This design comes from an exercise in tuning for small area, a short achievable clock period and few clock cycles per item on the open sky130 flow, not from production work. RTL that was checked went through simulation tests only; none was proved equivalent to the original.

Setup of willow:
==> flow/design.v <==
module atan
(
    input                       clk         ,
    input                       rst_n       ,
    input                       trig        ,
    output                      vld         ,
    input       signed  [16:0]  para_in     ,
    output      signed  [11:0]  atany
);
reg         busy;
reg         vld_r;
reg  [7:0]  h;       
reg  [7:0]  clr;     
reg  [18:0] x;
reg  [19:0] z;
reg  [8:0]  dsr;     
always @(posedge clk or negedge rst_n)
    if (!rst_n) begin
        busy  <= 1'b0;
        vld_r <= 1'b0;
    end else begin
        busy  <= trig | (busy & ~h[7]);
        vld_r <= busy & h[7];
    end
assign vld = vld_r;
wire        s   = para_in[16];
wire [18:0] p4  = {para_in, 2'b00};
wire [18:0] y0  = s ? p4 + 19'd1024 : p4 - 19'd1024;
wire [18:0] x0  = s ? 19'd1024 - p4 : 19'd1024 + p4;
wire        d   = ~z[19];
wire [18:0] xm  = {x[18:8], x[7:0] & ~clr};
wire [19:0] zn  = {z[18:0], 1'b0} + ({1'b0, xm} ^ {20{d}}) + d;
wire [34:0] ze  = {{15{z[19]}}, z};
reg  [18:0] ty;
integer i, j;
always @(*) begin
    ty = 19'd0;
    for (i = 0; i < 8; i = i + 1)
        for (j = 0; j < 19; j = j + 1)
            ty[j] = ty[j] | (h[i] & ze[j + 2*i + 1]);
end
wire [18:0] xn  = x + (ty ^ {19{~d}}) + !d;
always @(posedge clk) begin
    h   <= trig ? 8'd1 : {h[6:0], 1'b0};
    clr <= trig ? 8'd1 : {clr[6:0], 1'b1};
    x   <= trig ? x0 : xn;
    z   <= trig ? {y0[18], y0} : zn;
    dsr <= {dsr[7:0], trig ? s : d};
end
wire       d8 = ~z[19];
wire [9:0] y9 = z[17:8] + (x[18:9] ^ {10{d8}}) + d8;
wire       d9 = ~y9[9];
reg  [11:0] e;
always @(*)
    case (dsr[8:5])
        4'b0000: e = 12'd3920;
        4'b0001: e = 12'd78;
        4'b0010: e = 12'd326;
        4'b0011: e = 12'd580;
        4'b0100: e = 12'd774;
        4'b0101: e = 12'd1028;
        4'b0110: e = 12'd1276;
        4'b0111: e = 12'd1530;
        4'b1000: e = 12'd2312;
        4'b1001: e = 12'd2566;
        4'b1010: e = 12'd2814;
        4'b1011: e = 12'd3068;
        4'b1100: e = 12'd3262;
        4'b1101: e = 12'd3516;
        4'b1110: e = 12'd3764;
        default: e = 12'd4018;
    endcase
wire [11:0] e0 = e + {4'd0, dsr[4:0], d8, 2'b00};
wire [11:0] e1 = e0 + 12'd2;
assign atany = d9 ? e1 : e0;
endmodule
==> flow/config.mk <==
export PLATFORM = sky130hd
export DESIGN_NAME = atan
export DESIGN_NICKNAME = atan
export VERILOG_FILES = /design/flow/design.v
export SDC_FILE = /design/flow/constraint.sdc
export NUM_CORES = 4
export LEC_CHECK = 0
export CAP_MARGIN = 20
export CORE_MARGIN = 2
export CORE_UTILIZATION = 40
export SETUP_SLACK_MARGIN = 2
export SLEW_MARGIN = 20
==> flow/constraint.sdc <==
create_clock -name core_clock -period 6.0 [get_ports {clk}]
set_input_delay 1.2000 -clock core_clock [delete_from_list [all_inputs] [get_ports {clk}]]
set_output_delay 1.2000 -clock core_clock [all_outputs]
set_load 0.01 [all_outputs]
run.sh (not shown) runs the stock make flow with config.mk's settings and CLKGATE_MAP_FILE= SYNTH_SCRIPT=/design/flow/synth_recipe.tcl, a recipe that flattens the netlist after the stock synthesis.
willow ended with every stage complete and zero timing, DRC or antenna violations.
What cedar does differently from willow at the input level:
==> flow/design.v <==
module atan
(
    input                       clk         ,
    input                       rst_n       ,
    input                       trig        ,
    output                      vld         ,
    input       signed  [16:0]  para_in     ,
    output      signed  [11:0]  atany
);
reg         busy;
reg         vld_r;
reg  [2:0]  cnt;
reg  [18:0] x;
reg  [18:0] y;
reg  [8:0]  dsr;     
wire last = (cnt == 3'd7);
always @(posedge clk or negedge rst_n)
    if (!rst_n) begin
        busy  <= 1'b0;
        vld_r <= 1'b0;
    end else begin
        busy  <= trig | (busy & ~last);
        vld_r <= busy & last;
    end
assign vld = vld_r;
wire        s   = para_in[16];
wire [18:0] p4  = {para_in, 2'b00};
wire [18:0] y0  = s ? p4 + 19'd1024 : p4 - 19'd1024;
wire [18:0] x0  = s ? 19'd1024 - p4 : 19'd1024 + p4;
wire        d   = ~y[18];
wire [18:0] tx  = x >> (cnt + 4'd1);
wire signed [18:0] ys = y;
wire [18:0] ty  = ys >>> (cnt + 4'd1);
wire [17:0] yn  = y[17:0] + (tx[17:0] ^ {18{d}}) + d;
wire [18:0] xn  = x + (ty ^ {19{~d}}) + !d;
always @(posedge clk) begin
    cnt <= trig ? 3'd0 : cnt + 3'd1;
    x   <= trig ? x0 : xn;
    y   <= trig ? y0 : {yn[17], yn};
    dsr <= {dsr[7:0], trig ? s : d};
end
wire       d8 = ~y[18];
wire [9:0] y9 = y[9:0] + (x[18:9] ^ {10{d8}}) + d8;
wire       d9 = ~y9[9];
wire       sr = dsr[8];
wire [11:0] e0 = (sr ? 12'd2312 : 12'd3920) + (dsr[7] ? 12'd950 : 12'd0) + (dsr[6] ? 12'd502 : 12'd0)
               + (dsr[5] ? 12'd254 : 12'd0) + {4'd0, dsr[4:0], d8, 2'b00};
wire [11:0] e1 = e0 + 12'd2;
assign atany = d9 ? e1 : e0;
endmodule
[summary]
Area of the mapped netlist came out higher on cedar than on willow.
The quantity of gates resized following cts in cedar is 1.16 times that in willow.
Post-synthesis mux area share came out higher on cedar than on willow.
Compared to willow, the routing of cedar uses more wire.
Final period demand of the worst path: cedar worse than willow
Function was not checked in any run of this note: the RTL went through the layout flow alone.

Starting RTL as in the previous note.
==> module atan, before the edit <==
module atan
(
    input                       clk         ,
    input                       rst_n       ,
    input                       trig        ,
    output                      vld         ,
    input       signed  [16:0]  para_in     ,
    output      signed  [11:0]  atany
);
reg         busy;
reg         vld_r;
reg  [7:0]  h;       
reg  [7:0]  clr;     
reg  [18:0] x;
reg  [19:0] z;
reg  [8:0]  dsr;     
always @(posedge clk or negedge rst_n)
    if (!rst_n) begin
        busy  <= 1'b0;
        vld_r <= 1'b0;
    end else begin
        busy  <= trig | (busy & ~h[7]);
        vld_r <= busy & h[7];
    end
assign vld = vld_r;
wire        s   = para_in[16];
wire [18:0] p4  = {para_in, 2'b00};
wire [18:0] y0  = s ? p4 + 19'd1024 : p4 - 19'd1024;
wire [18:0] x0  = s ? 19'd1024 - p4 : 19'd1024 + p4;
wire        d   = ~z[19];
wire [18:0] xm  = {x[18:8], x[7:0] & ~clr};
wire [19:0] zn  = {z[18:0], 1'b0} + ({1'b0, xm} ^ {20{d}}) + d;
wire [34:0] ze  = {{15{z[19]}}, z};
reg  [18:0] ty;
integer i, j;
always @(*) begin
    ty = 19'd0;
    for (i = 0; i < 8; i = i + 1)
        for (j = 0; j < 19; j = j + 1)
            ty[j] = ty[j] | (h[i] & ze[j + 2*i + 1]);
end
wire [18:0] xn  = x + (ty ^ {19{~d}}) + !d;
always @(posedge clk) begin
    h   <= trig ? 8'd1 : {h[6:0], 1'b0};
    clr <= trig ? 8'd1 : {clr[6:0], 1'b1};
    x   <= trig ? x0 : xn;
    z   <= trig ? {y0[18], y0} : zn;
    dsr <= {dsr[7:0], trig ? s : d};
end
wire       d8 = ~z[19];
wire [9:0] y9 = z[17:8] + (x[18:9] ^ {10{d8}}) + d8;
wire       d9 = ~y9[9];
reg  [11:0] e;
always @(*)
    case (dsr[8:5])
        4'b0000: e = 12'd3920;
        4'b0001: e = 12'd78;
        4'b0010: e = 12'd326;
        4'b0011: e = 12'd580;
        4'b0100: e = 12'd774;
        4'b0101: e = 12'd1028;
        4'b0110: e = 12'd1276;
        4'b0111: e = 12'd1530;
        4'b1000: e = 12'd2312;
        4'b1001: e = 12'd2566;
        4'b1010: e = 12'd2814;
        4'b1011: e = 12'd3068;
        4'b1100: e = 12'd3262;
        4'b1101: e = 12'd3516;
        4'b1110: e = 12'd3764;
        default: e = 12'd4018;
    endcase
wire [11:0] e0 = e + {4'd0, dsr[4:0], d8, 2'b00};
wire [11:0] e1 = e0 + 12'd2;
assign atany = d9 ? e1 : e0;
endmodule
clock: 6.0 ns
lec_check: 0
cap_margin: 20
core_margin: 2
core_utilization: 40
setup_slack_margin: 3
slew_margin: 20
The baseline passed the timing, design-rule and antenna checks.
Edit:
==> flow/design.v (replaced) <==
module atan
(
    input                       clk         ,
    input                       rst_n       ,
    input                       trig        ,
    output                      vld         ,
    input       signed  [16:0]  para_in     ,
    output      signed  [11:0]  atany
);
reg         busy;
reg         vld_r;
reg  [8:1]  clr;     
reg  [18:0] x;
reg  [19:2] z;
reg  [11:0] acc;     
wire [8:0]  ct  = {clr, 1'b1};
wire [8:0]  h   = ct & ~{1'b0, ct[8:1]};      
always @(posedge clk or negedge rst_n)
    if (!rst_n) begin
        busy  <= 1'b0;
        vld_r <= 1'b0;
    end else begin
        busy  <= trig | (busy & ~clr[8]);
        vld_r <= busy & clr[8];
    end
assign vld = vld_r;
wire        s   = para_in[16];
wire [18:0] p4  = {para_in, 2'b00};
wire [18:0] y0  = s ? p4 + 19'd1024 : p4 - 19'd1024;
wire [18:0] x0  = s ? 19'd1024 - p4 : 19'd1024 + p4;
wire        d   = ~z[19];
wire [19:0] zf  = {z, 2'b00};
wire [18:0] xm  = {x[18:1] & {10'h3FF, ~clr}, 1'b0};
wire [19:0] zn  = {zf[18:0], 1'b0} + ({1'b0, xm} ^ {20{d}}) + d;
wire [34:0] ze  = {{15{zf[19]}}, zf};
reg  [18:0] ty;
integer i, j;
always @(*) begin
    ty = 19'd0;
    for (i = 0; i < 8; i = i + 1)
        for (j = 0; j < 19; j = j + 1)
            ty[j] = ty[j] | (h[i] & ze[j + 2*i + 1]);
end
wire [18:0] xn  = x + (ty ^ {19{~d}}) + !d;
wire [11:0] k2  = ({12{h[0]}} & 12'd950) | ({12{h[1]}} & 12'd502) | ({12{h[2]}} & 12'd254)
                | {4'd0, h[3], h[4], h[5], h[6], h[7], h[8], 2'd0};
wire [11:0] accn = acc + (k2 & {12{d}});
always @(posedge clk) begin
    clr <= trig ? 8'd0 : {clr[7:1], 1'b1};
    x   <= trig ? x0 : xn;
    z   <= trig ? {y0[18], y0[18:2]} : zn[19:2];
    acc <= trig ? (s ? 12'd2312 : 12'd3920) : accn;
end
wire        d9 = ~z[19];
wire [11:0] a1 = acc + 12'd2;
assign atany = d9 ? a1 : acc;
endmodule
After rerunning:
- The changed run produced a clean layout
- design area rose by 0.91%
- hold slack improved by 120 ps
- synthesized area fell by 4.7%
- wire length rose by 15%
- worst setup slack improved by 1000 ps
- utilization rose by 3.2 points
- via count rose by 5.0%
- synthesized cell count rose by 0.69%
- critical path depth does not change
Testbench counts after the change, summed over its fixed seeds: cycles 24,008, items 2,400.
For the first run of this note, only the layout was checked, not whether the RTL still works.

[what the ideal ports hide]
In the flow no input, the clock included, has a driving cell. The finished layouts below were timed again as built, in two steps. Step 1 sets driving cells, clkbuf_16 on the clock port and buf_2 on the other inputs (assumed; they add their load-dependent delay and slew). Step 2 moves the port delays by t, midway between the first and last clock arrival at a register: inputs arrive t later, outputs are due t later. That takes back most of the time a late clock gives input paths. a / b / c = ideal / step 1 / step 2; a / b = the first two.
run	t (ns)	slack for setup (ns)	latest minus earliest clock arrival (ns)	worst register clock-pin slew, ns	worst slew at a driven data input, ns
willow	0.380	1.700 / 1.658 / 2.038	0.008 / 0.009	0.06 / 0.06	0.03
cedar	0.348	0.829 / 0.786 / 1.135	0.004 / 0.003	0.07 / 0.07	0.04
the first run of note 2	0.378	1.723 / 1.681 / 2.059	0.009 / 0.010	0.06 / 0.06	0.03
the second run of note 2	0.376	2.764 / 2.764 / 2.512	0.011 / 0.011	0.06 / 0.06	0.04
After both steps setup and hold are still met in every run listed. The setup slack of the second run of note 2, which loses most, moves by 0.000 ns with the drivers and by -0.252 ns with both steps.
